What follows belongs to an exercise in optimizing a design on an open flow for small area and a short achievable clock period; a production flow would make more cautious choices.
Function was not checked in any run shown here: the RTL went through the layout flow alone.
No activity file was given, so power comes from the tool's default toggle rates.

<file path="flow/design.v">
`timescale 1ns/1ns
module axis_Gauss_1x5 (
  input  logic       s_axis_aclk,
  input  logic       s_axis_arstn,
  input  logic [7:0] s_axis_tdata,
  input  logic       s_axis_tvalid,
  input  logic       s_axis_tlast,
  output logic [7:0] m_axis_tdata,
  output logic       m_axis_tvalid,
  output logic       m_axis_tlast
);
logic [7:0]  d1, d2, d3, d4;
logic        v1, v2, l1, l2;
logic [13:0] cnt;
logic [9:0] b;
always_ff @(posedge s_axis_aclk) begin
  d1 <= s_axis_tdata;
  d2 <= d1;
  d3 <= d2;
  d4 <= d3;
  v1 <= s_axis_tvalid;
  v2 <= v1;
  l1 <= s_axis_tlast;
  l2 <= l1;
  b <= bnext;
end
always_ff @(posedge s_axis_aclk) begin
  if (!s_axis_arstn || s_axis_tlast)
    cnt <= '0;
  else if (s_axis_tvalid)
    cnt <= cnt + 14'd1;
end
wire edge_pt = (cnt[13:1] == 13'd1);
wire [7:0] x0 = s_axis_tdata;
wire h1_s, h1_c;
gha h1 (.a(d1[0]), .b(d2[1]), .s(h1_s), .co(h1_c));
wire f2_s, f2_c;
gfa f2 (.a(d1[1]), .b(d2[2]), .c(h1_c), .s(f2_s), .co(f2_c));
wire f3_s, f3_c;
gfa f3 (.a(d1[2]), .b(d2[3]), .c(f2_c), .s(f3_s), .co(f3_c));
wire f4_s, f4_c;
gfa f4 (.a(d1[3]), .b(d2[4]), .c(x0[4]), .s(f4_s), .co(f4_c));
wire f5_s, f5_c;
gfa f5 (.a(d1[4]), .b(d2[5]), .c(x0[5]), .s(f5_s), .co(f5_c));
wire f6_s, f6_c;
gfa f6 (.a(d1[5]), .b(d2[6]), .c(x0[6]), .s(f6_s), .co(f6_c));
wire f7_s, f7_c;
gfa f7 (.a(d1[6]), .b(d2[7]), .c(x0[7]), .s(f7_s), .co(f7_c));
wire h8_s, h8_c;
gha h8 (.a(d2[0]), .b(x0[0]), .s(h8_s), .co(h8_c));
wire h9_s, h9_c;
gha h9 (.a(h1_s), .b(x0[1]), .s(h9_s), .co(h9_c));
wire h10_s, h10_c;
gha h10 (.a(f2_s), .b(x0[2]), .s(h10_s), .co(h10_c));
wire h11_s, h11_c;
gha h11 (.a(x0[3]), .b(f3_s), .s(h11_s), .co(h11_c));
wire h12_s, h12_c;
gha h12 (.a(f3_c), .b(f4_s), .s(h12_s), .co(h12_c));
wire h13_s, h13_c;
gha h13 (.a(f4_c), .b(f5_s), .s(h13_s), .co(h13_c));
wire h14_s, h14_c;
gha h14 (.a(f5_c), .b(f6_s), .s(h14_s), .co(h14_c));
wire h15_s, h15_c;
gha h15 (.a(f6_c), .b(f7_s), .s(h15_s), .co(h15_c));
wire h16_s, h16_c;
gha h16 (.a(d1[7]), .b(f7_c), .s(h16_s), .co(h16_c));
wire q17_x;
g_ao21 q17 (.a(h9_c), .b(h9_s), .c(h8_c), .x(q17_x));
wire q18_x;
g_and2 q18 (.a(h9_s), .b(h8_s), .x(q18_x));
wire q19_x;
g_ao21 q19 (.a(h11_c), .b(h11_s), .c(h10_c), .x(q19_x));
wire q20_x;
g_and2 q20 (.a(h11_s), .b(h10_s), .x(q20_x));
wire q21_x;
g_ao21 q21 (.a(h13_c), .b(h13_s), .c(h12_c), .x(q21_x));
wire q22_x;
g_and2 q22 (.a(h13_s), .b(h12_s), .x(q22_x));
wire q23_x;
g_ao21 q23 (.a(h15_c), .b(h15_s), .c(h14_c), .x(q23_x));
wire q24_x;
g_and2 q24 (.a(h15_s), .b(h14_s), .x(q24_x));
wire q25_x;
g_ao21 q25 (.a(h10_c), .b(h10_s), .c(q17_x), .x(q25_x));
wire q26_x;
g_and2 q26 (.a(h10_s), .b(q18_x), .x(q26_x));
wire q27_x;
g_ao21 q27 (.a(q19_x), .b(q20_x), .c(q17_x), .x(q27_x));
wire q28_x;
g_and2 q28 (.a(q20_x), .b(q18_x), .x(q28_x));
wire q29_x;
g_ao21 q29 (.a(h14_c), .b(h14_s), .c(q21_x), .x(q29_x));
wire q30_x;
g_and2 q30 (.a(h14_s), .b(q22_x), .x(q30_x));
wire q31_x;
g_ao21 q31 (.a(q23_x), .b(q24_x), .c(q21_x), .x(q31_x));
wire q32_x;
g_and2 q32 (.a(q24_x), .b(q22_x), .x(q32_x));
wire q33_x;
g_ao21 q33 (.a(h12_c), .b(h12_s), .c(q27_x), .x(q33_x));
wire q34_x;
g_and2 q34 (.a(h12_s), .b(q28_x), .x(q34_x));
wire q35_x;
g_ao21 q35 (.a(q21_x), .b(q22_x), .c(q27_x), .x(q35_x));
wire q36_x;
g_and2 q36 (.a(q22_x), .b(q28_x), .x(q36_x));
wire q37_x;
g_ao21 q37 (.a(q29_x), .b(q30_x), .c(q27_x), .x(q37_x));
wire q38_x;
g_and2 q38 (.a(q30_x), .b(q28_x), .x(q38_x));
wire q39_x;
g_ao21 q39 (.a(q31_x), .b(q32_x), .c(q27_x), .x(q39_x));
wire q40_x;
g_and2 q40 (.a(q32_x), .b(q28_x), .x(q40_x));
wire q41_x;
g_ao21 q41 (.a(h16_c), .b(h16_s), .c(q39_x), .x(q41_x));
wire q42_x;
g_and2 q42 (.a(h16_s), .b(q40_x), .x(q42_x));
wire q43_x;
g_xor2 q43 (.a(h9_s), .b(h8_c), .x(q43_x));
wire q44_x;
g_xor2 q44 (.a(h10_s), .b(q17_x), .x(q44_x));
wire q45_x;
g_xor2 q45 (.a(h11_s), .b(q25_x), .x(q45_x));
wire q46_x;
g_xor2 q46 (.a(h12_s), .b(q27_x), .x(q46_x));
wire q47_x;
g_xor2 q47 (.a(h13_s), .b(q33_x), .x(q47_x));
wire q48_x;
g_xor2 q48 (.a(h14_s), .b(q35_x), .x(q48_x));
wire q49_x;
g_xor2 q49 (.a(h15_s), .b(q37_x), .x(q49_x));
wire q50_x;
g_xor2 q50 (.a(h16_s), .b(q39_x), .x(q50_x));
wire q51_x;
g_xor2 q51 (.a(1'b0), .b(q41_x), .x(q51_x));
wire [9:0] bnext = {q51_x, q50_x, q49_x, q48_x, q47_x, q46_x, q45_x, q44_x, q43_x, h8_s};
wire h52_s, h52_c;
gha h52 (.a(d4[1]), .b(d2[0]), .s(h52_s), .co(h52_c));
wire f53_s, f53_c;
gfa f53 (.a(d4[2]), .b(d2[1]), .c(d2[0]), .s(f53_s), .co(f53_c));
wire i54 = ~d4[0];
wire f55_s, f55_c;
gfa f55 (.a(i54), .b(h52_c), .c(f53_s), .s(f55_s), .co(f55_c));
wire h56_s, h56_c;
gha h56 (.a(x0[2]), .b(f55_s), .s(h56_s), .co(h56_c));
wire i57 = ~d2[2];
wire f58_s, f58_c;
gfa f58 (.a(d4[3]), .b(d4[1]), .c(i57), .s(f58_s), .co(f58_c));
wire i59 = ~f58_s;
wire f60_s, f60_c;
gfa f60 (.a(d2[1]), .b(f53_c), .c(i59), .s(f60_s), .co(f60_c));
wire f61_s, f61_c;
gfa f61 (.a(f55_c), .b(x0[3]), .c(f60_s), .s(f61_s), .co(f61_c));
wire h62_s, h62_c;
gha h62 (.a(h56_c), .b(f61_s), .s(h62_s), .co(h62_c));
wire f63_s, f63_c;
gfa f63 (.a(b[0]), .b(d4[4]), .c(d2[3]), .s(f63_s), .co(f63_c));
wire i64 = ~d4[2];
wire f65_s, f65_c;
gfa f65 (.a(i64), .b(d2[2]), .c(d4[3]), .s(f65_s), .co(f65_c));
wire i66 = ~f58_c;
wire f67_s, f67_c;
gfa f67 (.a(i66), .b(f63_s), .c(f65_s), .s(f67_s), .co(f67_c));
wire f68_s, f68_c;
gfa f68 (.a(x0[4]), .b(f60_c), .c(f67_s), .s(f68_s), .co(f68_c));
wire i69 = ~x0[2];
wire f70_s, f70_c;
gfa f70 (.a(i69), .b(f61_c), .c(f68_s), .s(f70_s), .co(f70_c));
wire f71_s, f71_c;
gfa f71 (.a(b[1]), .b(d4[3]), .c(b[0]), .s(f71_s), .co(f71_c));
wire f72_s, f72_c;
gfa f72 (.a(d4[5]), .b(d4[0]), .c(d2[4]), .s(f72_s), .co(f72_c));
wire f73_s, f73_c;
gfa f73 (.a(d2[3]), .b(f63_c), .c(f65_c), .s(f73_s), .co(f73_c));
wire i74 = ~f71_s;
wire f75_s, f75_c;
gfa f75 (.a(i74), .b(f72_s), .c(x0[5]), .s(f75_s), .co(f75_c));
wire f76_s, f76_c;
gfa f76 (.a(x0[0]), .b(f73_s), .c(f67_c), .s(f76_s), .co(f76_c));
wire i77 = ~x0[3];
wire f78_s, f78_c;
gfa f78 (.a(i77), .b(f75_s), .c(f68_c), .s(f78_s), .co(f78_c));
wire h79_s, h79_c;
gha h79 (.a(f76_s), .b(f70_c), .s(h79_s), .co(h79_c));
wire f80_s, f80_c;
gfa f80 (.a(d4[6]), .b(d4[1]), .c(d2[5]), .s(f80_s), .co(f80_c));
wire i81 = ~d2[4];
wire f82_s, f82_c;
gfa f82 (.a(b[2]), .b(d4[4]), .c(i81), .s(f82_s), .co(f82_c));
wire i83 = ~f71_c;
wire f84_s, f84_c;
gfa f84 (.a(i83), .b(f72_c), .c(f80_s), .s(f84_s), .co(f84_c));
wire i85 = ~f82_s;
wire f86_s, f86_c;
gfa f86 (.a(i85), .b(f73_c), .c(x0[6]), .s(f86_s), .co(f86_c));
wire i87 = ~x0[4];
wire f88_s, f88_c;
gfa f88 (.a(i87), .b(x0[1]), .c(f84_s), .s(f88_s), .co(f88_c));
wire f89_s, f89_c;
gfa f89 (.a(f75_c), .b(f76_c), .c(f86_s), .s(f89_s), .co(f89_c));
wire f90_s, f90_c;
gfa f90 (.a(f88_s), .b(f78_c), .c(f89_s), .s(f90_s), .co(f90_c));
wire f91_s, f91_c;
gfa f91 (.a(d4[7]), .b(d4[2]), .c(d2[6]), .s(f91_s), .co(f91_c));
wire i92 = ~d2[5];
wire f93_s, f93_c;
gfa f93 (.a(b[3]), .b(d4[5]), .c(i92), .s(f93_s), .co(f93_c));
wire i94 = ~f82_c;
wire f95_s, f95_c;
gfa f95 (.a(f80_c), .b(i94), .c(f91_s), .s(f95_s), .co(f95_c));
wire i96 = ~f93_s;
wire f97_s, f97_c;
gfa f97 (.a(i96), .b(f84_c), .c(x0[7]), .s(f97_s), .co(f97_c));
wire i98 = ~x0[5];
wire f99_s, f99_c;
gfa f99 (.a(i98), .b(x0[2]), .c(f95_s), .s(f99_s), .co(f99_c));
wire f100_s, f100_c;
gfa f100 (.a(f86_c), .b(f88_c), .c(f97_s), .s(f100_s), .co(f100_c));
wire f101_s, f101_c;
gfa f101 (.a(f99_s), .b(f89_c), .c(f100_s), .s(f101_s), .co(f101_c));
wire f102_s, f102_c;
gfa f102 (.a(b[0]), .b(d4[3]), .c(d2[7]), .s(f102_s), .co(f102_c));
wire i103 = ~d2[6];
wire f104_s, f104_c;
gfa f104 (.a(b[4]), .b(d4[6]), .c(i103), .s(f104_s), .co(f104_c));
wire i105 = ~f93_c;
wire f106_s, f106_c;
gfa f106 (.a(f91_c), .b(i105), .c(f102_s), .s(f106_s), .co(f106_c));
wire i107 = ~f95_c;
wire f108_s, f108_c;
gfa f108 (.a(f104_s), .b(i107), .c(x0[6]), .s(f108_s), .co(f108_c));
wire f109_s, f109_c;
gfa f109 (.a(x0[3]), .b(f106_s), .c(f97_c), .s(f109_s), .co(f109_c));
wire i110 = ~f108_s;
wire f111_s, f111_c;
gfa f111 (.a(f99_c), .b(i110), .c(f100_c), .s(f111_s), .co(f111_c));
wire h112_s, h112_c;
gha h112 (.a(f109_s), .b(f101_c), .s(h112_s), .co(h112_c));
wire f113_s, f113_c;
gfa f113 (.a(b[1]), .b(d4[4]), .c(d2[7]), .s(f113_s), .co(f113_c));
wire i114 = ~f102_c;
wire f115_s, f115_c;
gfa f115 (.a(b[5]), .b(d4[7]), .c(i114), .s(f115_s), .co(f115_c));
wire i116 = ~f104_c;
wire f117_s, f117_c;
gfa f117 (.a(i116), .b(f113_s), .c(f106_c), .s(f117_s), .co(f117_c));
wire f118_s, f118_c;
gfa f118 (.a(x0[7]), .b(i87), .c(f115_s), .s(f118_s), .co(f118_c));
wire i119 = ~f117_s;
wire f120_s, f120_c;
gfa f120 (.a(f108_c), .b(i119), .c(f118_s), .s(f120_s), .co(f120_c));
wire i121 = ~f120_s;
wire f122_s, f122_c;
gfa f122 (.a(f109_c), .b(i121), .c(f111_c), .s(f122_s), .co(f122_c));
wire i123 = ~b[6];
wire f124_s, f124_c;
gfa f124 (.a(i123), .b(b[2]), .c(d4[5]), .s(f124_s), .co(f124_c));
wire i125 = ~f115_c;
wire f126_s, f126_c;
gfa f126 (.a(f113_c), .b(f124_s), .c(i125), .s(f126_s), .co(f126_c));
wire i127 = ~f118_c;
wire f128_s, f128_c;
gfa f128 (.a(x0[5]), .b(f117_c), .c(i127), .s(f128_s), .co(f128_c));
wire i129 = ~f120_c;
wire f130_s, f130_c;
gfa f130 (.a(f126_s), .b(i129), .c(f128_s), .s(f130_s), .co(f130_c));
wire f131_s, f131_c;
gfa f131 (.a(b[7]), .b(b[3]), .c(d4[6]), .s(f131_s), .co(f131_c));
wire f132_s, f132_c;
gfa f132 (.a(f124_c), .b(f131_s), .c(x0[6]), .s(f132_s), .co(f132_c));
wire f133_s, f133_c;
gfa f133 (.a(f126_c), .b(f132_s), .c(f128_c), .s(f133_s), .co(f133_c));
wire f134_s, f134_c;
gfa f134 (.a(b[8]), .b(b[4]), .c(d4[7]), .s(f134_s), .co(f134_c));
wire i135 = ~b[7];
wire f136_s, f136_c;
gfa f136 (.a(i135), .b(f131_c), .c(f134_s), .s(f136_s), .co(f136_c));
wire f137_s, f137_c;
gfa f137 (.a(x0[7]), .b(f136_s), .c(f132_c), .s(f137_s), .co(f137_c));
wire i138 = ~b[8];
wire f139_s, f139_c;
gfa f139 (.a(b[9]), .b(b[5]), .c(i138), .s(f139_s), .co(f139_c));
wire f140_s, f140_c;
gfa f140 (.a(f134_c), .b(f139_s), .c(f136_c), .s(f140_s), .co(f140_c));
wire i141 = ~b[9];
wire f142_s, f142_c;
gfa f142 (.a(b[6]), .b(i141), .c(f139_c), .s(f142_s), .co(f142_c));
wire i143 = ~x0[0];
wire i144 = ~x0[1];
wire h145_s, h145_c;
gha h145 (.a(d4[0]), .b(x0[0]), .s(h145_s), .co(h145_c));
wire h146_s, h146_c;
gha h146 (.a(h52_s), .b(x0[1]), .s(h146_s), .co(h146_c));
wire h147_s, h147_c;
gha h147 (.a(i143), .b(h56_s), .s(h147_s), .co(h147_c));
wire h148_s, h148_c;
gha h148 (.a(i144), .b(h62_s), .s(h148_s), .co(h148_c));
wire h149_s, h149_c;
gha h149 (.a(h62_c), .b(f70_s), .s(h149_s), .co(h149_c));
wire h150_s, h150_c;
gha h150 (.a(f78_s), .b(h79_s), .s(h150_s), .co(h150_c));
wire h151_s, h151_c;
gha h151 (.a(h79_c), .b(f90_s), .s(h151_s), .co(h151_c));
wire h152_s, h152_c;
gha h152 (.a(f90_c), .b(f101_s), .s(h152_s), .co(h152_c));
wire q153_x;
g_ao21 q153 (.a(h146_c), .b(h146_s), .c(h145_c), .x(q153_x));
wire q154_x;
g_and2 q154 (.a(h146_s), .b(h145_s), .x(q154_x));
wire q155_x;
g_ao21 q155 (.a(h148_c), .b(h148_s), .c(h147_c), .x(q155_x));
wire q156_x;
g_and2 q156 (.a(h148_s), .b(h147_s), .x(q156_x));
wire q157_x;
g_ao21 q157 (.a(h150_c), .b(h150_s), .c(h149_c), .x(q157_x));
wire q158_x;
g_and2 q158 (.a(h150_s), .b(h149_s), .x(q158_x));
wire q159_x;
g_ao21 q159 (.a(h152_c), .b(h152_s), .c(h151_c), .x(q159_x));
wire q160_x;
g_and2 q160 (.a(h152_s), .b(h151_s), .x(q160_x));
wire q161_x;
g_ao21 q161 (.a(h147_c), .b(h147_s), .c(q153_x), .x(q161_x));
wire q162_x;
g_and2 q162 (.a(h147_s), .b(q154_x), .x(q162_x));
wire q163_x;
g_ao21 q163 (.a(q155_x), .b(q156_x), .c(q153_x), .x(q163_x));
wire q164_x;
g_and2 q164 (.a(q156_x), .b(q154_x), .x(q164_x));
wire q165_x;
g_ao21 q165 (.a(h151_c), .b(h151_s), .c(q157_x), .x(q165_x));
wire q166_x;
g_and2 q166 (.a(h151_s), .b(q158_x), .x(q166_x));
wire q167_x;
g_ao21 q167 (.a(q159_x), .b(q160_x), .c(q157_x), .x(q167_x));
wire q168_x;
g_and2 q168 (.a(q160_x), .b(q158_x), .x(q168_x));
wire q169_x;
g_ao21 q169 (.a(h149_c), .b(h149_s), .c(q163_x), .x(q169_x));
wire q170_x;
g_and2 q170 (.a(h149_s), .b(q164_x), .x(q170_x));
wire q171_x;
g_ao21 q171 (.a(q157_x), .b(q158_x), .c(q163_x), .x(q171_x));
wire q172_x;
g_and2 q172 (.a(q158_x), .b(q164_x), .x(q172_x));
wire q173_x;
g_ao21 q173 (.a(q165_x), .b(q166_x), .c(q163_x), .x(q173_x));
wire q174_x;
g_and2 q174 (.a(q166_x), .b(q164_x), .x(q174_x));
wire q175_x;
g_ao21 q175 (.a(q167_x), .b(q168_x), .c(q163_x), .x(q175_x));
wire q176_x;
g_and2 q176 (.a(q168_x), .b(q164_x), .x(q176_x));
wire q177_x;
g_ao21 q177 (.a(h146_c), .b(h146_s), .c(h145_c), .x(q177_x));
wire q178_x;
g_ao21 q178 (.a(h147_c), .b(h147_s), .c(q177_x), .x(q178_x));
wire q179_x;
g_ao21 q179 (.a(h148_c), .b(h148_s), .c(q178_x), .x(q179_x));
wire q180_x;
g_ao21 q180 (.a(h149_c), .b(h149_s), .c(q179_x), .x(q180_x));
wire q181_x;
g_ao21 q181 (.a(h150_c), .b(h150_s), .c(q180_x), .x(q181_x));
wire q182_x;
g_ao21 q182 (.a(h152_c), .b(h152_s), .c(h151_c), .x(q182_x));
wire q183_x;
g_and2 q183 (.a(h152_s), .b(h151_s), .x(q183_x));
wire q184_x;
g_ao21 q184 (.a(q182_x), .b(q183_x), .c(q181_x), .x(q184_x));
wire h185_s, h185_c;
gha h185 (.a(f137_s), .b(f133_c), .s(h185_s), .co(h185_c));
wire h186_s, h186_c;
gha h186 (.a(f140_s), .b(f137_c), .s(h186_s), .co(h186_c));
wire h187_s, h187_c;
gha h187 (.a(f142_s), .b(f140_c), .s(h187_s), .co(h187_c));
wire h188_s, h188_c;
gha h188 (.a(i135), .b(f142_c), .s(h188_s), .co(h188_c));
wire h189_s, h189_c;
gha h189 (.a(i138), .b(b[7]), .s(h189_s), .co(h189_c));
wire h190_s, h190_c;
gha h190 (.a(i141), .b(b[8]), .s(h190_s), .co(h190_c));
wire q191_x;
g_ao21 q191 (.a(h186_c), .b(h186_s), .c(h185_c), .x(q191_x));
wire q192_x;
g_and2 q192 (.a(h186_s), .b(h185_s), .x(q192_x));
wire q193_x;
g_ao21 q193 (.a(h188_c), .b(h188_s), .c(h187_c), .x(q193_x));
wire q194_x;
g_and2 q194 (.a(h188_s), .b(h187_s), .x(q194_x));
wire q195_x;
g_ao21 q195 (.a(h190_c), .b(h190_s), .c(h189_c), .x(q195_x));
wire q196_x;
g_and2 q196 (.a(h190_s), .b(h189_s), .x(q196_x));
wire q197_x;
g_ao21 q197 (.a(h187_c), .b(h187_s), .c(q191_x), .x(q197_x));
wire q198_x;
g_and2 q198 (.a(h187_s), .b(q192_x), .x(q198_x));
wire q199_x;
g_ao21 q199 (.a(q193_x), .b(q194_x), .c(q191_x), .x(q199_x));
wire q200_x;
g_and2 q200 (.a(q194_x), .b(q192_x), .x(q200_x));
wire q201_x;
g_ao21 q201 (.a(h189_c), .b(h189_s), .c(q199_x), .x(q201_x));
wire q202_x;
g_and2 q202 (.a(h189_s), .b(q200_x), .x(q202_x));
wire q203_x;
g_ao21 q203 (.a(q195_x), .b(q196_x), .c(q199_x), .x(q203_x));
wire q204_x;
g_and2 q204 (.a(q196_x), .b(q200_x), .x(q204_x));
wire q205_x;
g_xor2 q205 (.a(h186_s), .b(h185_c), .x(q205_x));
wire q206_x;
g_xor2 q206 (.a(h187_s), .b(q191_x), .x(q206_x));
wire q207_x;
g_xor2 q207 (.a(h188_s), .b(q197_x), .x(q207_x));
wire q208_x;
g_xor2 q208 (.a(h189_s), .b(q199_x), .x(q208_x));
wire q209_x;
g_xor2 q209 (.a(h190_s), .b(q201_x), .x(q209_x));
wire [9:0] ua = {q209_x, q208_x, q207_x, q206_x, q205_x, h185_s, f130_c, f130_s, h112_c, f111_s};
wire [9:0] ub = {1'b0, 1'b0, 1'b0, 1'b0, 1'b0, 1'b0, f133_s, f122_c, f122_s, h112_s};
wire uc = q184_x;
logic [9:0] oa, ob;
logic oc;
always_ff @(posedge s_axis_aclk) begin
  oa <= edge_pt ? {d2, 2'd0} : ua;
  ob <= edge_pt ? 10'd0 : ub;
  oc <= ~edge_pt & uc;
  m_axis_tvalid <= v2;
  m_axis_tlast  <= l2 & ~edge_pt;
end
assign m_axis_tdata = {oa[9] ^ (1'b0 | oa[8] & 1'b0 | oa[8] & oa[7] & 1'b0 | oa[8] & oa[7] & oa[6] & 1'b0 | oa[8] & oa[7] & oa[6] & oa[5] & 1'b0 | oa[8] & oa[7] & oa[6] & oa[5] & oa[4] & (oa[3] & ob[3]) | oa[8] & oa[7] & oa[6] & oa[5] & oa[4] & (oa[3] ^ ob[3]) & (oa[2] & ob[2]) | oa[8] & oa[7] & oa[6] & oa[5] & oa[4] & (oa[3] ^ ob[3]) & (oa[2] ^ ob[2]) & (oa[1] & ob[1]) | oa[8] & oa[7] & oa[6] & oa[5] & oa[4] & (oa[3] ^ ob[3]) & (oa[2] ^ ob[2]) & (oa[1] ^ ob[1]) & (oa[0] & ob[0]) | oa[8] & oa[7] & oa[6] & oa[5] & oa[4] & (oa[3] ^ ob[3]) & (oa[2] ^ ob[2]) & (oa[1] ^ ob[1]) & (oa[0] ^ ob[0]) & oc), oa[8] ^ (1'b0 | oa[7] & 1'b0 | oa[7] & oa[6] & 1'b0 | oa[7] & oa[6] & oa[5] & 1'b0 | oa[7] & oa[6] & oa[5] & oa[4] & (oa[3] & ob[3]) | oa[7] & oa[6] & oa[5] & oa[4] & (oa[3] ^ ob[3]) & (oa[2] & ob[2]) | oa[7] & oa[6] & oa[5] & oa[4] & (oa[3] ^ ob[3]) & (oa[2] ^ ob[2]) & (oa[1] & ob[1]) | oa[7] & oa[6] & oa[5] & oa[4] & (oa[3] ^ ob[3]) & (oa[2] ^ ob[2]) & (oa[1] ^ ob[1]) & (oa[0] & ob[0]) | oa[7] & oa[6] & oa[5] & oa[4] & (oa[3] ^ ob[3]) & (oa[2] ^ ob[2]) & (oa[1] ^ ob[1]) & (oa[0] ^ ob[0]) & oc), oa[7] ^ (1'b0 | oa[6] & 1'b0 | oa[6] & oa[5] & 1'b0 | oa[6] & oa[5] & oa[4] & (oa[3] & ob[3]) | oa[6] & oa[5] & oa[4] & (oa[3] ^ ob[3]) & (oa[2] & ob[2]) | oa[6] & oa[5] & oa[4] & (oa[3] ^ ob[3]) & (oa[2] ^ ob[2]) & (oa[1] & ob[1]) | oa[6] & oa[5] & oa[4] & (oa[3] ^ ob[3]) & (oa[2] ^ ob[2]) & (oa[1] ^ ob[1]) & (oa[0] & ob[0]) | oa[6] & oa[5] & oa[4] & (oa[3] ^ ob[3]) & (oa[2] ^ ob[2]) & (oa[1] ^ ob[1]) & (oa[0] ^ ob[0]) & oc), oa[6] ^ (1'b0 | oa[5] & 1'b0 | oa[5] & oa[4] & (oa[3] & ob[3]) | oa[5] & oa[4] & (oa[3] ^ ob[3]) & (oa[2] & ob[2]) | oa[5] & oa[4] & (oa[3] ^ ob[3]) & (oa[2] ^ ob[2]) & (oa[1] & ob[1]) | oa[5] & oa[4] & (oa[3] ^ ob[3]) & (oa[2] ^ ob[2]) & (oa[1] ^ ob[1]) & (oa[0] & ob[0]) | oa[5] & oa[4] & (oa[3] ^ ob[3]) & (oa[2] ^ ob[2]) & (oa[1] ^ ob[1]) & (oa[0] ^ ob[0]) & oc), oa[5] ^ (1'b0 | oa[4] & (oa[3] & ob[3]) | oa[4] & (oa[3] ^ ob[3]) & (oa[2] & ob[2]) | oa[4] & (oa[3] ^ ob[3]) & (oa[2] ^ ob[2]) & (oa[1] & ob[1]) | oa[4] & (oa[3] ^ ob[3]) & (oa[2] ^ ob[2]) & (oa[1] ^ ob[1]) & (oa[0] & ob[0]) | oa[4] & (oa[3] ^ ob[3]) & (oa[2] ^ ob[2]) & (oa[1] ^ ob[1]) & (oa[0] ^ ob[0]) & oc), oa[4] ^ ((oa[3] & ob[3]) | (oa[3] ^ ob[3]) & (oa[2] & ob[2]) | (oa[3] ^ ob[3]) & (oa[2] ^ ob[2]) & (oa[1] & ob[1]) | (oa[3] ^ ob[3]) & (oa[2] ^ ob[2]) & (oa[1] ^ ob[1]) & (oa[0] & ob[0]) | (oa[3] ^ ob[3]) & (oa[2] ^ ob[2]) & (oa[1] ^ ob[1]) & (oa[0] ^ ob[0]) & oc), (oa[3] ^ ob[3]) ^ ((oa[2] & ob[2]) | (oa[2] ^ ob[2]) & (oa[1] & ob[1]) | (oa[2] ^ ob[2]) & (oa[1] ^ ob[1]) & (oa[0] & ob[0]) | (oa[2] ^ ob[2]) & (oa[1] ^ ob[1]) & (oa[0] ^ ob[0]) & oc), (oa[2] ^ ob[2]) ^ ((oa[1] & ob[1]) | (oa[1] ^ ob[1]) & (oa[0] & ob[0]) | (oa[1] ^ ob[1]) & (oa[0] ^ ob[0]) & oc)};
endmodule
module g_maj3 (
  input  logic a,
  input  logic b,
  input  logic c,
  output logic x
);
assign x = (a & b) | (a & c) | (b & c);
endmodule
module g_or2 (
  input  logic a,
  input  logic b,
  output logic x
);
assign x = a | b;
endmodule
module g_and2 (
  input  logic a,
  input  logic b,
  output logic x
);
assign x = a & b;
endmodule
module g_xor2 (
  input  logic a,
  input  logic b,
  output logic x
);
assign x = a ^ b;
endmodule
module g_ao21 (
  input  logic a,
  input  logic b,
  input  logic c,
  output logic x
);
assign x = a | (b & c);
endmodule
module gha (
  input  logic a,
  input  logic b,
  output logic s,
  output logic co
);
assign s  = a ^ b;
assign co = a & b;
endmodule
module gfa (
  input  logic a,
  input  logic b,
  input  logic c,
  output logic s,
  output logic co
);
assign s  = a ^ b ^ c;
assign co = (a & b) | (a & c) | (b & c);
endmodule
</file>
<file path="flow/flow/run.sh">
#!/bin/bash
# Layout flow: the standard flow, with plain buffers on the ports and a clock
# tree of small buffers without dummy loads.
export BUFFER_PORTS_ARGS="-buffer_cell sky130_fd_sc_hd__buf_2"
export CTS_ARGS="-sink_clustering_enable -repair_clock_nets -dont_use_dummy_load -buf_list \"sky130_fd_sc_hd__clkbuf_4 sky130_fd_sc_hd__clkbuf_8\""
bash standard.sh > standard.log 2>&1
</file>
<file path="flow/standard.sh">
#!/bin/bash
# synth_recipe.tcl (not shown) runs the flow's synth.tcl, then flattens the netlist and writes it again
# the make line also repeats each setting of config.mk as NAME=value (left out here)
make -C /OpenROAD-flow-scripts/flow DESIGN_CONFIG=/design/flow/config.mk WORK_HOME=/design/flow/orfs CLKGATE_MAP_FILE= SYNTH_SCRIPT=/design/flow/synth_recipe.tcl "${@:-finish}"
</file>
<file path="flow/config.mk">
export PLATFORM = sky130hd
export DESIGN_NAME = axis_Gauss_1x5
export DESIGN_NICKNAME = axis_Gauss_1x5
export VERILOG_FILES = /design/flow/design.v
export SDC_FILE = /design/flow/constraint.sdc
export NUM_CORES = 4
export LEC_CHECK = 0
export CAP_MARGIN = 20
export CORE_MARGIN = 2
export CORE_UTILIZATION = 40
export SETUP_SLACK_MARGIN = 4.3
export SLEW_MARGIN = 20
export SYNTH_HIERARCHICAL = 1
export SYNTH_MINIMUM_KEEP_SIZE = 0
</file>
<file path="flow/constraint.sdc">
create_clock -name core_clock -period 8.0 [get_ports {s_axis_aclk}]
set_input_delay 1.6000 -clock core_clock [delete_from_list [all_inputs] [get_ports {s_axis_aclk}]]
set_output_delay 1.6000 -clock core_clock [all_outputs]
set_load 0.01 [all_outputs]
</file>
==> flow_metrics.py, run 1 <==
metrics = {
    "timing": {
        "final-setup-viol-count": 0,
        "period_minus_slack_ns": 3.65,
        "fin_crit_sh": 0.457,
        "whs_ns": 0.323,
        "setup_tns_ns": 0,
        "fin_skew_ns": 0.0217,
        "finalHoldViolations": 0,
        "worstMarginPinSlew_ns": 0.825,
        "fmax_ghz": 0.274,
        "maxSlewHeadroom": 0.447,
        "rsz0062_at_grt": "true",
        "drv_slew": 0,
    },
    "synthesis": {
        "synth_top_area_share": 0.357,
        "ys_warn_count": 7,
        "synthTopCellsByCount": "dfxtp_1 (77), fa_1 (61), inv_1 (35)",
        "ys_seq_area_frac": 0.357,
        "yosys.cell_count.top_type": "dfxtp_1",
        "synthCells": 357,
        "syn_area_sq_mm": 0.00432,
        "synth_top_cell_by_area": "dfxtp_1",
        "synthArstFlopShare": 0,
        "synthTopCellsByArea": "dfxtp_1 (36%), fa_1 (28%), ha_1 (9.8%), xor2_1 (5.7%), a21o_1 (4.5%)",
        "synth_ff_type": "dfxtp_1",
        "syn_nets": 464,
        "synth_seq_cells": 77,
        "synth.distinct_cells": 32,
        "synth_edf_count": 0,
        "syn_avg_cell_area_sq_um": 12.1,
    },
    "worst_setup_path": {
        "path_cells": "ha_4, a211oi_2, nor2_2, o31ai_4, nor2_2, xor2_1, buf_2",
        "endpoint_kind": "output port",
        "crit_type": "reg -> out",
        "r2r.worst_path.cells": 9,
        "rr_endpoint": "oc",
        "crit_path_start": "ob[0]",
        "r2r_slack_ns": 4.40,
        "cp-start-kind": "register",
        "cp_slowest_cell": "o31ai_4",
        "crit_end": "m_axis_tdata[6]",
        "path_max_fanout": 6,
        "r2r_start": "d4[5]",
        "cp.arrival_ns": 2.05,
        "cpPeakStageDelay_ns": 0.36,
        "worst_ep_required_time_ns": 6.40,
        "cp_common_cell": "nor2_2",
    },
    "cells_and_area": {
        "ff_latch_area_sq_mm": 0.00156,
        "design_area_sq_mm": 0.00480,
        "multi_input_area_sq_mm": 0.00270,
        "layout-drive-gt1-share": 0.159,
        "finish.net_count": 492,
        "fillers": 972,
        "antenna_cells": 0,
        "area_growth_pct": 11.1,
    },
    "routing": {
        "drtIter0Drc": 94,
        "finalWirelength_mm": 7.51,
        "viasPerCell": 4.73,
        "vias": 2455,
        "drt-wirelength-per-cell_um": 14.5,
        "drc_errors": 0,
        "drt_pass1_iterations": 5,
        "ant_nets": 0,
    },
    "placed_design": {
        "dpl_cell_area_sq_mm": 0.00458,
        "io_buffers": 21,
        "routabilityCongestion": 0.857,
        "hpwl_mm": 6.15,
    },
    "job": {
        "maxCapViolCount": 0,
    },
    "global_routing": {
        "overflow": 0,
        "grt_pass1_vias": 2649,
        "grt_max_degree": 21,
        "grt_pass1_wl_mm": 12.9,
        "grt_antenna_before_repair": 0,
        "grtUsageTotal": 0.150,
    },
    "power_and_ir_drop": {
        "p_clk_frac": 0.108,
        "p_leak_nw": 2.25,
        "cellPowerDensity_mw_per_mm2": 422,
        "max-vdd-ir-drop_v": 0.000202,
        "p_sw_mw": 0.788,
        "switching_share": 0.389,
        "p_seq_frac": 0.264,
        "power.internal_mw": 1.24,
        "combPwrFrac": 0.627,
    },
    "cts": {
        "root_buffer": "clkbuf_8",
        "cts_hold_buf": 0,
        "cts_made_buffers": 9,
        "clk_path_buf_depth": 2,
        "clkSinkCount": 77,
        "clk_pin_slew_ns": 0.07,
        "insertion_delay_ns": 0.36,
        "htree_levels": 3,
        "cts_tree": "done",
    },
    "worst_hold_path": {
        "hold_path_class": "reg -> reg",
    },
    "floorplanning": {
        "die_w_um": 108,
        "num_rows": 37,
        "pin_count": 22,
        "dieArea_sq_mm": 0.0117,
        "core_area_sq_mm": 0.0104,
        "die-height_um": 108,
        "start_util": 0.415,
    },
    "run_status": {
        "status": "finished clean",
    },
}
## modules after synthesis, one instance, submodules excluded
module	cells inside	times used
axis_Gauss_1x5	221	1
g_and2	1	7
g_ao21	1	25
g_xor2	1	14
gfa	1	61
gha	1	29
## worst min path at each step
stage                     start  slack (ns)  cells after the start     to
final                     d3[4]        0.32                      0  d4[4]
after global routing      d3[4]        0.33                      0  d4[4]
after CTS                 d3[4]        0.32                      0  d4[4]
after detailed placement  d3[6]        0.31                      0  d4[6]
after global placement    d3[6]        0.31                      0  d4[6]
after floorplan           d3[0]        0.31                      0  d4[0]
## critical path: cells and delay by family (launching register included)
kind,cells,cell delay [ns]
AND/OR/NAND/NOR,2,0.15
flip-flops,1,0.33
buffers and inverters,1,0.17
adder cells (fa/ha/maj),1,0.24
XOR/XNOR,1,0.21
AO/OA/AOI/OAI,2,0.59
## cell type report
class / instances / area share
clock buffers: 9 / 0.0258
well taps: 136 / 0.0354
flip-flops and latches: 77 / 0.324
repair buffers: 22 / 0.0245
inverters: 35 / 0.0279
multi-input cells: 240 / 0.562
## cells in the final DEF, fill, tap and decap left out, drive strengths merged, types with 6 or more instances in the layout
cell / synthesis / layout
a21o: 26 / 26
o21ai: 7 / 7
inv: 35 / 35
clkbuf: 4 / 11
buf: 1 / 20
fa: 61 / 61
dfxtp: 77 / 77
nand2: 10 / 10
and2: 15 / 15
ha: 34 / 34
nor2: 21 / 21
xor2: 28 / 28
nand3: 6 / 6
## metal layers
layer,track usage,wire length (um),up-vias
met4,0.0778,206,0
li1,-,-,1200
met1,0.201,3620,1205
met5,0,0,-
met3,0.0259,179,15
met2,0.234,3500,35
## state kept, by name (all words and copies together) (netlist names)
register       count
oc                 1
oa                10
m_axis_tlast       1
l1                 1
d4                 8
cnt               14
b                 10
ob                 4
d3                 8
v1                 1
l2                 1
d1                 8
d2                 8
v2                 1
m_axis_tvalid      1
## cells by family (layout without fill, tap and decap cells)
logic type | Yosys count | in the layout | share of synthesized area
other cells | 1 | 1 | 0.000867
compound gates | 39 | 39 | 0.0631
flops | 77 | 77 | 0.357
simple gates | 68 | 68 | 0.0810
xor+xnor | 32 | 32 | 0.0648
fa+ha+maj | 95 | 95 | 0.381
buf+inv | 40 | 66 | 0.0365
mux | 5 | 5 | 0.0162
## timing repair
| item | in CTS | in global routing |
|---|---|---|
| gates resized for setup | 8 | 19 |
| buffers inserted | 0 | 1 |
| endpoints found under the setup margin | 7 | 8 |
| gates cloned | 0 | 0 |
| pin swaps | 0 | 8 |
| endpoints found under the hold margin | 0 | 0 |
## power by group through the flow
stage	Sequential, mW	Combinational, mW	Clock, mW
detailed placement	0.542	1.22	0
global route	0.547	1.49	0.244
finish	0.536	1.27	0.220
global placement	0.541	1.18	0
CTS	0.534	1.24	0.230
floorplan	0.525	0.932	0
## metrics by stage
step / worst slack [ns] / power [mW] / utilization / std cells
floorplan: 4.23 / 1.46 / - / 357
global placement: 3.96 / 1.72 / 0.440 / 509
detailed placement: 3.94 / 1.76 / 0.440 / 509
CTS: 4.29 / 2.00 / 0.454 / 518
global route: 4.24 / 2.28 / 0.461 / 519
finish: 4.35 / 2.03 / 0.461 / 519
==> run 2, diff against run 1 <==
==> flow/flow/run.sh (replaced) <==
#!/bin/bash
# Layout flow: the standard flow, with plain buffers on the ports and a clock
# tree of small buffers without dummy loads.
export BUFFER_PORTS_ARGS="-buffer_cell sky130_fd_sc_hd__buf_2"
export CTS_ARGS="-sink_clustering_enable -repair_clock_nets -dont_use_dummy_load -sink_buffer_max_cap_derate 1.0 -sink_clustering_size 25 -sink_clustering_max_diameter 150 -buf_list \"sky130_fd_sc_hd__clkbuf_4 sky130_fd_sc_hd__clkbuf_8\""
bash standard.sh > standard.log 2>&1
==> run 2 against run 1 <==
Effect of this change:
- still clean on timing, DRC and antenna
- power is 3.1% lower
- final cell count is 0.77% higher
- sequential cell count stayed put
- core utilization is 0.25 points lower
- non-clock buffer count is 4 higher
- fmax is 0.91% lower
- critical path depth stayed put
==> flow_metrics.py, run 2 <==
metrics = {
    "global_routing": {
        "grt_antenna_before_repair": 0,
        "overflow": 0,
        "grt_pass1_wl_mm": 12.9,
        "grt_pass1_vias": 2657,
        "grtUsageTotal": 0.150,
        "grt_max_degree": 21,
    },
    "job": {
        "maxCapViolCount": 0,
    },
    "routing": {
        "drtIter0Drc": 101,
        "ant_nets": 0,
        "drt_pass1_iterations": 4,
        "viasPerCell": 4.68,
        "drc_errors": 0,
        "finalWirelength_mm": 7.55,
        "vias": 2450,
        "drt-wirelength-per-cell_um": 14.4,
    },
    "cells_and_area": {
        "finish.net_count": 496,
        "area_growth_pct": 10.5,
        "layout_commonest_cell": "dfxtp_1",
        "layout-drive-gt1-share": 0.181,
        "antenna_cells": 0,
        "final_cell_mix": "dfxtp_1 (65), fa_1 (54), inv_1 (34), ha_1 (32), xor2_1 (28)",
        "largest_register": "cnt",
        "design_area_sq_mm": 0.00478,
        "largest_reg_flops": 14,
        "reg.largest.list": "cnt x14, b x10, oa x10",
    },
    "placed_design": {
        "hpwl_mm": 6.15,
        "dpl_cell_area_sq_mm": 0.00458,
        "routabilityCongestion": 0.857,
        "io_buffers": 21,
    },
    "synthesis": {
        "synth-xor-area-share": 0.0648,
        "synthArstFlopShare": 0,
        "synthCells": 357,
        "synth_top_family_by_area": "adder cells",
        "syn_area_sq_mm": 0.00432,
        "synth_edf_count": 0,
        "synth_seq_cells": 77,
        "synth_ff_type": "dfxtp_1",
        "synthSimpleGateAreaFrac": 0.0810,
        "synthTopCellsByCount": "dfxtp_1 (77), fa_1 (61), inv_1 (35)",
        "syn_nets": 464,
        "synth_top_area_share": 0.357,
        "yosys.cell_count.top_type": "dfxtp_1",
        "synthAdderAreaFrac": 0.381,
        "synthTopCellsByArea": "dfxtp_1 (36%), fa_1 (28%), ha_1 (9.8%), xor2_1 (5.7%), a21o_1 (4.5%)",
        "synth_compound_area_frac": 0.0631,
        "syn_avg_cell_area_sq_um": 12.1,
        "synth_top_cell_by_area": "dfxtp_1",
        "ys_warn_count": 7,
        "synth.distinct_cells": 32,
        "synth.area.mux_share": 0.0162,
        "ys_seq_area_frac": 0.357,
    },
    "cts": {
        "clk_pin_slew_ns": 0.11,
        "cts_tree": "done",
        "clkSinkCount": 77,
        "insertion_delay_ns": 0.43,
        "htree_levels": 3,
        "root_buffer": "clkbuf_4",
        "clk_path_buf_depth": 2,
        "cts_made_buffers": 9,
    },
    "timing": {
        "fin_crit_sh": 0.461,
        "final-setup-viol-count": 0,
        "worstMarginPinSlew_ns": 0.835,
        "period_minus_slack_ns": 3.69,
        "whs_ns": 0.327,
        "rsz0062_at_grt": "true",
        "finalHoldViolations": 0,
        "fin_skew_ns": 0.0376,
        "setup_tns_ns": 0,
        "fmax_ghz": 0.271,
        "maxSlewHeadroom": 0.441,
        "drv_slew": 0,
    },
    "floorplanning": {
        "die_w_um": 108,
        "start_util": 0.415,
        "pin_count": 22,
        "core_area_sq_mm": 0.0104,
        "num_rows": 37,
        "die-height_um": 108,
        "dieArea_sq_mm": 0.0117,
    },
    "worst_setup_path": {
        "rr_endpoint": "oa[9]",
        "endpoint_kind": "output port",
        "cpPeakStageDelay_ns": 0.35,
        "r2r_slack_ns": 4.41,
        "path_max_fanout": 6,
        "crit_end": "m_axis_tdata[6]",
        "crit_type": "reg -> out",
        "r2r_start": "b[0]",
        "cp_common_cell": "nor2_2",
        "cp.arrival_ns": 2.09,
        "crit_path_start": "ob[0]",
        "cp-start-kind": "register",
        "worst_ep_required_time_ns": 6.40,
        "cpLargestDelayFamily": "compound AO/OA/AOI/OAI gates",
        "timing.critical_path.depth": 7,
        "r2r.worst_path.cells": 11,
        "path_cells": "ha_4, a211oi_2, nor2_2, o31ai_4, nor2_2, xor2_1, buf_2",
        "cp.buffers_inverters": 1,
        "cp_slowest_cell": "dfxtp_2",
    },
    "worst_hold_path": {
        "hold_path_class": "reg -> reg",
        "hold_start": "d3[4]",
    },
    "power_and_ir_drop": {
        "p_total_mw": 1.96,
        "cellPowerDensity_mw_per_mm2": 411,
        "max-vdd-ir-drop_v": 0.000202,
        "p_leak_nw": 2.24,
    },
    "run_status": {
        "status": "finished clean",
    },
}
[run 2: cell families (layout without fill, tap and decap cells)]
group                      Yosys count  in the layout
AOI/OAI and AO/OA                   39             39
xor gates and xnor gates            32             32
adders and majority gates           95             95
buffers and inverters               40             70
DFF                                 77             77
muxes                                5              5
other                                1              1
and+or+nand+nor                     68             68
[run 2: routing by layer]
layer,GRT usage,part of all wire,vias up,wire [um]
li1,-,-,1206,-
met1,0.202,0.48,1197,3650
met2,0.235,0.47,36,3550
met3,0.0332,0.026,11,194
met4,0.0614,0.021,0,155
met5,0,0,-,0
[run 2: how the worst min path moves through the flow]
stage	endpoint	slack [ns]	depth (start not counted)
after floorplan	d4[0]	0.31	0
after global placement	d4[6]	0.31	0
after detailed placement	d4[6]	0.31	0
after CTS	d4[4]	0.33	0
after global routing	d4[4]	0.33	0
final	d4[4]	0.33	0
[run 2: area by class of cell]
cell class / count / area (sq um)
Tap cell: 136 / 170
Fill cell: 992 / 5640
Timing Repair Buffer: 26 / 143
Multi-Input combinational cell: 240 / 2700
Inverter: 35 / 131
Clock buffer: 9 / 67.6
Sequential cell: 77 / 1560
[run 2: repair_timing]
item	in CTS	in global routing
pin swaps	1	8
hold buffers	0	0
setup endpoints to repair	7	8
setup buffers	0	5
endpoints found under the hold margin	0	0
resized for setup	12	20
[run 2: report_power, final]
part	switching (mW)	leakage, nW	internal, mW
Sequential	0.0593	0.645	0.476
Clock	0.114	0.0414	0.0523
Combinational	0.607	1.56	0.656
[run 2: per-module statistics from Yosys (local to each module, per instance)]
module / cell area (sq um) / cells inside / flops+latches / times used
g_and2: 6.26 / 1 / 0 / 7
axis_Gauss_1x5: 2380 / 221 / 77 / 1
gfa: 20.0 / 1 / 0 / 61
g_xor2: 8.76 / 1 / 0 / 14
gha: 12.5 / 1 / 0 / 29
g_ao21: 7.51 / 1 / 0 / 25
[run 2: metrics by stage]
stage	utilization	setup WS [ns]	cells
2_1_floorplan	-	4.23	357
3_5_place_dp	0.440	3.94	509
3_3_place_gp	0.440	3.96	509
4_1_cts	0.449	4.18	518
5_1_grt	0.458	4.18	523
6_report	0.458	4.31	523
==> run 3, diff against run 2 <==
--- a/flow/design.v
+++ b/flow/design.v
@@ -419,6 +419,14 @@
 wire q209_x;
 g_xor2 q209 (.a(h190_s), .b(q201_x), .x(q209_x));
-wire [9:0] ua = {q209_x, q208_x, q207_x, q206_x, q205_x, h185_s, f130_c, f130_s, h112_c, f111_s};
-wire [9:0] ub = {1'b0, 1'b0, 1'b0, 1'b0, 1'b0, 1'b0, f133_s, f122_c, f122_s, h112_s};
+wire h210_s, h210_c;
+gha h210 (.a(f111_s), .b(h112_s), .s(h210_s), .co(h210_c));
+wire h211_s, h211_c;
+gha h211 (.a(h112_c), .b(f122_s), .s(h211_s), .co(h211_c));
+wire h212_s, h212_c;
+gha h212 (.a(f130_s), .b(f122_c), .s(h212_s), .co(h212_c));
+wire h213_s, h213_c;
+gha h213 (.a(f130_c), .b(f133_s), .s(h213_s), .co(h213_c));
+wire [9:0] ua = {q209_x, q208_x, q207_x, q206_x, q205_x, h185_s, h213_s, h212_s, h211_s, h210_s};
+wire [9:0] ub = {1'b0, 1'b0, 1'b0, 1'b0, 1'b0, 1'b0, h213_c, h212_c, h211_c, h210_c};
 wire uc = q184_x;
 logic [9:0] oa, ob;
@@ -431,5 +439,5 @@
   m_axis_tlast  <= l2 & ~edge_pt;
 end
-assign m_axis_tdata = {oa[9] ^ (1'b0 | oa[8] & 1'b0 | oa[8] & oa[7] & 1'b0 | oa[8] & oa[7] & oa[6] & 1'b0 | oa[8] & oa[7] & oa[6] & oa[5] & 1'b0 | oa[8] & oa[7] & oa[6] & oa[5] & oa[4] & (oa[3] & ob[3]) | oa[8] & oa[7] & oa[6] & oa[5] & oa[4] & (oa[3] ^ ob[3]) & (oa[2] & ob[2]) | oa[8] & oa[7] & oa[6] & oa[5] & oa[4] & (oa[3] ^ ob[3]) & (oa[2] ^ ob[2]) & (oa[1] & ob[1]) | oa[8] & oa[7] & oa[6] & oa[5] & oa[4] & (oa[3] ^ ob[3]) & (oa[2] ^ ob[2]) & (oa[1] ^ ob[1]) & (oa[0] & ob[0]) | oa[8] & oa[7] & oa[6] & oa[5] & oa[4] & (oa[3] ^ ob[3]) & (oa[2] ^ ob[2]) & (oa[1] ^ ob[1]) & (oa[0] ^ ob[0]) & oc), oa[8] ^ (1'b0 | oa[7] & 1'b0 | oa[7] & oa[6] & 1'b0 | oa[7] & oa[6] & oa[5] & 1'b0 | oa[7] & oa[6] & oa[5] & oa[4] & (oa[3] & ob[3]) | oa[7] & oa[6] & oa[5] & oa[4] & (oa[3] ^ ob[3]) & (oa[2] & ob[2]) | oa[7] & oa[6] & oa[5] & oa[4] & (oa[3] ^ ob[3]) & (oa[2] ^ ob[2]) & (oa[1] & ob[1]) | oa[7] & oa[6] & oa[5] & oa[4] & (oa[3] ^ ob[3]) & (oa[2] ^ ob[2]) & (oa[1] ^ ob[1]) & (oa[0] & ob[0]) | oa[7] & oa[6] & oa[5] & oa[4] & (oa[3] ^ ob[3]) & (oa[2] ^ ob[2]) & (oa[1] ^ ob[1]) & (oa[0] ^ ob[0]) & oc), oa[7] ^ (1'b0 | oa[6] & 1'b0 | oa[6] & oa[5] & 1'b0 | oa[6] & oa[5] & oa[4] & (oa[3] & ob[3]) | oa[6] & oa[5] & oa[4] & (oa[3] ^ ob[3]) & (oa[2] & ob[2]) | oa[6] & oa[5] & oa[4] & (oa[3] ^ ob[3]) & (oa[2] ^ ob[2]) & (oa[1] & ob[1]) | oa[6] & oa[5] & oa[4] & (oa[3] ^ ob[3]) & (oa[2] ^ ob[2]) & (oa[1] ^ ob[1]) & (oa[0] & ob[0]) | oa[6] & oa[5] & oa[4] & (oa[3] ^ ob[3]) & (oa[2] ^ ob[2]) & (oa[1] ^ ob[1]) & (oa[0] ^ ob[0]) & oc), oa[6] ^ (1'b0 | oa[5] & 1'b0 | oa[5] & oa[4] & (oa[3] & ob[3]) | oa[5] & oa[4] & (oa[3] ^ ob[3]) & (oa[2] & ob[2]) | oa[5] & oa[4] & (oa[3] ^ ob[3]) & (oa[2] ^ ob[2]) & (oa[1] & ob[1]) | oa[5] & oa[4] & (oa[3] ^ ob[3]) & (oa[2] ^ ob[2]) & (oa[1] ^ ob[1]) & (oa[0] & ob[0]) | oa[5] & oa[4] & (oa[3] ^ ob[3]) & (oa[2] ^ ob[2]) & (oa[1] ^ ob[1]) & (oa[0] ^ ob[0]) & oc), oa[5] ^ (1'b0 | oa[4] & (oa[3] & ob[3]) | oa[4] & (oa[3] ^ ob[3]) & (oa[2] & ob[2]) | oa[4] & (oa[3] ^ ob[3]) & (oa[2] ^ ob[2]) & (oa[1] & ob[1]) | oa[4] & (oa[3] ^ ob[3]) & (oa[2] ^ ob[2]) & (oa[1] ^ ob[1]) & (oa[0] & ob[0]) | oa[4] & (oa[3] ^ ob[3]) & (oa[2] ^ ob[2]) & (oa[1] ^ ob[1]) & (oa[0] ^ ob[0]) & oc), oa[4] ^ ((oa[3] & ob[3]) | (oa[3] ^ ob[3]) & (oa[2] & ob[2]) | (oa[3] ^ ob[3]) & (oa[2] ^ ob[2]) & (oa[1] & ob[1]) | (oa[3] ^ ob[3]) & (oa[2] ^ ob[2]) & (oa[1] ^ ob[1]) & (oa[0] & ob[0]) | (oa[3] ^ ob[3]) & (oa[2] ^ ob[2]) & (oa[1] ^ ob[1]) & (oa[0] ^ ob[0]) & oc), (oa[3] ^ ob[3]) ^ ((oa[2] & ob[2]) | (oa[2] ^ ob[2]) & (oa[1] & ob[1]) | (oa[2] ^ ob[2]) & (oa[1] ^ ob[1]) & (oa[0] & ob[0]) | (oa[2] ^ ob[2]) & (oa[1] ^ ob[1]) & (oa[0] ^ ob[0]) & oc), (oa[2] ^ ob[2]) ^ ((oa[1] & ob[1]) | (oa[1] ^ ob[1]) & (oa[0] & ob[0]) | (oa[1] ^ ob[1]) & (oa[0] ^ ob[0]) & oc)};
+assign m_axis_tdata = {oa[9] ^ (1'b0 | oa[8] & 1'b0 | oa[8] & oa[7] & 1'b0 | oa[8] & oa[7] & oa[6] & 1'b0 | oa[8] & oa[7] & oa[6] & oa[5] & 1'b0 | oa[8] & oa[7] & oa[6] & oa[5] & oa[4] & ob[3] | oa[8] & oa[7] & oa[6] & oa[5] & oa[4] & oa[3] & ob[2] | oa[8] & oa[7] & oa[6] & oa[5] & oa[4] & oa[3] & oa[2] & ob[1] | oa[8] & oa[7] & oa[6] & oa[5] & oa[4] & oa[3] & oa[2] & oa[1] & ob[0] | oa[8] & oa[7] & oa[6] & oa[5] & oa[4] & oa[3] & oa[2] & oa[1] & oa[0] & oc), oa[8] ^ (1'b0 | oa[7] & 1'b0 | oa[7] & oa[6] & 1'b0 | oa[7] & oa[6] & oa[5] & 1'b0 | oa[7] & oa[6] & oa[5] & oa[4] & ob[3] | oa[7] & oa[6] & oa[5] & oa[4] & oa[3] & ob[2] | oa[7] & oa[6] & oa[5] & oa[4] & oa[3] & oa[2] & ob[1] | oa[7] & oa[6] & oa[5] & oa[4] & oa[3] & oa[2] & oa[1] & ob[0] | oa[7] & oa[6] & oa[5] & oa[4] & oa[3] & oa[2] & oa[1] & oa[0] & oc), oa[7] ^ (1'b0 | oa[6] & 1'b0 | oa[6] & oa[5] & 1'b0 | oa[6] & oa[5] & oa[4] & ob[3] | oa[6] & oa[5] & oa[4] & oa[3] & ob[2] | oa[6] & oa[5] & oa[4] & oa[3] & oa[2] & ob[1] | oa[6] & oa[5] & oa[4] & oa[3] & oa[2] & oa[1] & ob[0] | oa[6] & oa[5] & oa[4] & oa[3] & oa[2] & oa[1] & oa[0] & oc), oa[6] ^ (1'b0 | oa[5] & 1'b0 | oa[5] & oa[4] & ob[3] | oa[5] & oa[4] & oa[3] & ob[2] | oa[5] & oa[4] & oa[3] & oa[2] & ob[1] | oa[5] & oa[4] & oa[3] & oa[2] & oa[1] & ob[0] | oa[5] & oa[4] & oa[3] & oa[2] & oa[1] & oa[0] & oc), oa[5] ^ (1'b0 | oa[4] & ob[3] | oa[4] & oa[3] & ob[2] | oa[4] & oa[3] & oa[2] & ob[1] | oa[4] & oa[3] & oa[2] & oa[1] & ob[0] | oa[4] & oa[3] & oa[2] & oa[1] & oa[0] & oc), oa[4] ^ (ob[3] | oa[3] & ob[2] | oa[3] & oa[2] & ob[1] | oa[3] & oa[2] & oa[1] & ob[0] | oa[3] & oa[2] & oa[1] & oa[0] & oc), oa[3] ^ (ob[2] | oa[2] & ob[1] | oa[2] & oa[1] & ob[0] | oa[2] & oa[1] & oa[0] & oc), oa[2] ^ (ob[1] | oa[1] & ob[0] | oa[1] & oa[0] & oc)};
 endmodule
 module g_maj3 (
==> flow/flow/run.sh (replaced) <==
#!/bin/bash
# Layout flow: the standard flow, with plain buffers on the ports and a clock
# tree of small buffers without dummy loads.
export BUFFER_PORTS_ARGS="-buffer_cell sky130_fd_sc_hd__buf_2"
export CTS_ARGS="-sink_clustering_enable -repair_clock_nets -dont_use_dummy_load -buf_list \"sky130_fd_sc_hd__clkbuf_4 sky130_fd_sc_hd__clkbuf_8\""
bash standard.sh > standard.log 2>&1
==> run 3 against run 2 <==
Effect of this change:
- non-clock buffer count decreased by 5
- final cell count decreased by 0.96%
- setup slack got worse by 0.012 ns
- sequential cell count unchanged
- core utilization decreased by 0.25 points
- largest cell class unchanged
- register-to-register slack about the same
- synthesized cell count unchanged
- final area decreased by 0.55%
- combinational power decreased by 4%
==> flow_metrics.py, run 3 <==
metrics = {
    "synthesis": {
        "synth_top_area_share": 0.357,
        "synth_compound_area_frac": 0.0631,
        "synthAdderAreaFrac": 0.381,
        "synthCells": 357,
        "yosys.cell_count.top_type": "dfxtp_1",
        "synth_seq_cells": 77,
        "syn_area_sq_mm": 0.00432,
        "synth-xor-area-share": 0.0648,
        "synthTopCellsByCount": "dfxtp_1 (77), fa_1 (61), inv_1 (35)",
        "synth_edf_count": 0,
        "synth.distinct_cells": 32,
        "synthSimpleGateAreaFrac": 0.0810,
        "syn_avg_cell_area_sq_um": 12.1,
        "synthArstFlopShare": 0,
        "syn_nets": 464,
        "synth_top_cell_by_area": "dfxtp_1",
        "synth_ff_type": "dfxtp_1",
        "synth_top_family_by_area": "adder cells",
        "synth.area.mux_share": 0.0162,
        "synthTopCellsByArea": "dfxtp_1 (36%), fa_1 (28%), ha_1 (9.8%), xor2_1 (5.7%), a21o_1 (4.5%)",
        "ys_warn_count": 7,
        "ys_seq_area_frac": 0.357,
    },
    "routing": {
        "drt-wirelength-per-cell_um": 13.7,
        "ant_nets": 0,
        "drtIter0Drc": 52,
        "vias": 2392,
        "viasPerCell": 4.62,
        "finalWirelength_mm": 7.11,
        "drt_pass1_iterations": 4,
        "drc_errors": 0,
    },
    "worst_setup_path": {
        "endpoint_kind": "register",
        "path_max_fanout": 5,
        "worst_ep_required_time_ns": 8.22,
        "path_cells": "buf_4, fa_1, fa_1, fa_1, ha_1, and2_1, a21o_1, and2_1",
        "cp_common_cell": "fa_1",
        "cp.arrival_ns": 3.92,
        "crit_type": "in -> reg",
        "cp-start-kind": "input pin",
        "r2r_slack_ns": 4.40,
        "cpPeakStageDelay_ns": 0.52,
        "cp_slowest_cell": "fa_1",
    },
    "cells_and_area": {
        "layout_commonest_cell": "dfxtp_1",
        "fillers": 965,
        "antenna_cells": 0,
        "postLayoutCoreUtil": 0.456,
        "largest_register": "cnt",
        "design_area_sq_mm": 0.00475,
        "reg.largest.list": "cnt x14, b x10, oa x10",
        "layout-drive-gt1-share": 0.139,
        "final_cell_mix": "dfxtp_1 (67), fa_1 (56), inv_1 (34), ha_1 (33), xor2_1 (28)",
        "largest_reg_flops": 14,
        "finish.net_count": 491,
        "area_growth_pct": 9.87,
    },
    "floorplanning": {
        "core_area_sq_mm": 0.0104,
        "num_rows": 37,
        "die_w_um": 108,
        "start_util": 0.415,
        "dieArea_sq_mm": 0.0117,
        "pin_count": 22,
        "die-height_um": 108,
    },
    "global_routing": {
        "overflow": 0,
        "grt_pass1_wl_mm": 12.5,
        "grt_max_degree": 21,
        "grt_pass1_vias": 2570,
        "grt_antenna_before_repair": 0,
        "grtUsageTotal": 0.142,
    },
    "cts": {
        "clk_path_buf_depth": 2,
        "htree_levels": 3,
        "root_buffer": "clkbuf_8",
        "cts_tree": "done",
        "clk_pin_slew_ns": 0.07,
        "cts_setup_buffers": 0,
        "clkSinkCount": 77,
        "insertion_delay_ns": 0.35,
        "cts_made_buffers": 9,
    },
    "timing": {
        "worstMarginPinSlew_ns": 0.789,
        "rsz0062_at_grt": "true",
        "fin_crit_sh": 0.462,
        "setup_tns_ns": 0,
        "final-setup-viol-count": 0,
        "period_minus_slack_ns": 3.70,
        "fin_skew_ns": 0.0121,
        "fmax_ghz": 0.270,
        "finalHoldViolations": 0,
        "maxSlewHeadroom": 0.471,
        "drv_slew": 0,
    },
    "placed_design": {
        "dpl_cell_area_sq_mm": 0.00458,
        "hpwl_mm": 5.93,
        "io_buffers": 21,
        "routabilityCongestion": 0.827,
    },
    "worst_hold_path": {
        "hold_path_class": "reg -> reg",
    },
    "job": {
        "maxCapViolCount": 0,
    },
    "power_and_ir_drop": {
        "p_leak_nw": 2.23,
        "cellPowerDensity_mw_per_mm2": 416,
        "max-vdd-ir-drop_v": 0.000207,
    },
    "run_status": {
        "status": "finished clean",
    },
}
## run 3: final timing paths
check | from | endpoint | depth (start not counted)
max | s_axis_tdata[7] | oc | 8
min | d3[1] | d4[1] | 0
max reg2reg | d4[1] | oc | 9
min reg2reg | d3[1] | d4[1] | 0
## run 3: per-stage QoR
stage	total power, mW	hold WS [ns]	cells	setup WS, ns
final	1.97	0.316	518	4.30
after global routing	2.23	0.324	518	4.27
after CTS	2.00	0.317	518	4.24
after detailed placement	1.77	0.312	509	3.91
after global placement	1.76	0.310	509	3.94
after floorplan	1.51	0.310	357	4.20
## run 3: area by class of cell
type                       count  area, sq um  area share
tap                          136          170      0.0358
timing repair buffer          21          113      0.0237
sequential                    77         1560       0.328
clock buffer                   9          124      0.0261
multi-input combinational    240         2650       0.558
inverter                      35          131      0.0277
## run 3: per-layer routing
metal,part of all wire,wire (um),global-route usage,vias to the layer above
met3,0.025,181,0.0253,12
met1,0.49,3470,0.189,1164
met4,0.022,159,0.0687,0
li1,-,-,-,1194
met2,0.46,3300,0.227,22
met5,0,0,0,-
## run 3: logic make-up (layout without fill, tap and decap cells)
group	after synthesis	after routing
other	1	1
XOR/XNOR	32	32
AND/OR/NAND/NOR	68	68
AO/OA/AOI/OAI	39	39
buffers and inverters	40	65
flip-flops	77	77
adder cells (fa/ha/maj)	95	95
multiplexers	5	5
## run 3: report_power, final
part | internal (mW) | switching (mW)
registers | 0.478 | 0.0624
clock network | 0.100 | 0.120
logic | 0.657 | 0.556
## run 3: critical path: cells and delay by family
family | cells | cell delay [ns]
adders and majority gates | 4 | 1.69
buffers and inverters | 1 | 0.15
and+or+nand+nor | 2 | 0.29
AOI/OAI and AO/OA | 1 | 0.18
## run 3: per-module statistics from Yosys, one instance, submodules excluded
module | flops+latches | copies in the design | cells | area, sq um
g_and2 | 0 | 7 | 1 | 6.26
gha | 0 | 33 | 1 | 12.5
gfa | 0 | 61 | 1 | 20.0
g_ao21 | 0 | 25 | 1 | 7.51
axis_Gauss_1x5 | 77 | 1 | 217 | 2330
g_xor2 | 0 | 14 | 1 | 8.76
## run 3: what timing repair did
| action | 4_1_cts | 5_1_grt |
|---|---|---|
| gates resized for setup | 5 | 14 |
| endpoints found under the setup margin | 8 | 6 |
| hold buffers | 0 | 0 |
| cloned | 0 | 0 |

-- what the ideal ports hide --
How much do the figures lean on ideal ports? The routed layouts below were timed once more, with nothing changed but the port constraints.
Step 1, drivers: a clkbuf_16 drives s_axis_aclk and a buf_2 each remaining input, both assumed.
Step 2 times the ports against the registers' clock, not the clock port: input delays grow and output delays shrink by t, the midpoint of the rising clock arrivals with the driver on.
a / b / c = no drivers / after step 1 / after step 2; a / b = the first two.
run | t, ns | slack for setup (ns) | clock arrival spread, ns | worst register clock-pin slew, ns | worst slew at a driven data input, ns
run 1 | 0.377 | 4.348 / 4.315 / 3.988 | 0.022 / 0.022 | 0.07 / 0.07 | 0.03
run 2 | 0.440 | 4.314 / 4.286 / 3.956 | 0.038 / 0.038 | 0.12 / 0.12 | 0.03
run 3 | 0.371 | 4.302 / 4.313 / 3.942 | 0.012 / 0.012 | 0.07 / 0.07 | 0.04
After both steps every run listed still meets setup and hold.
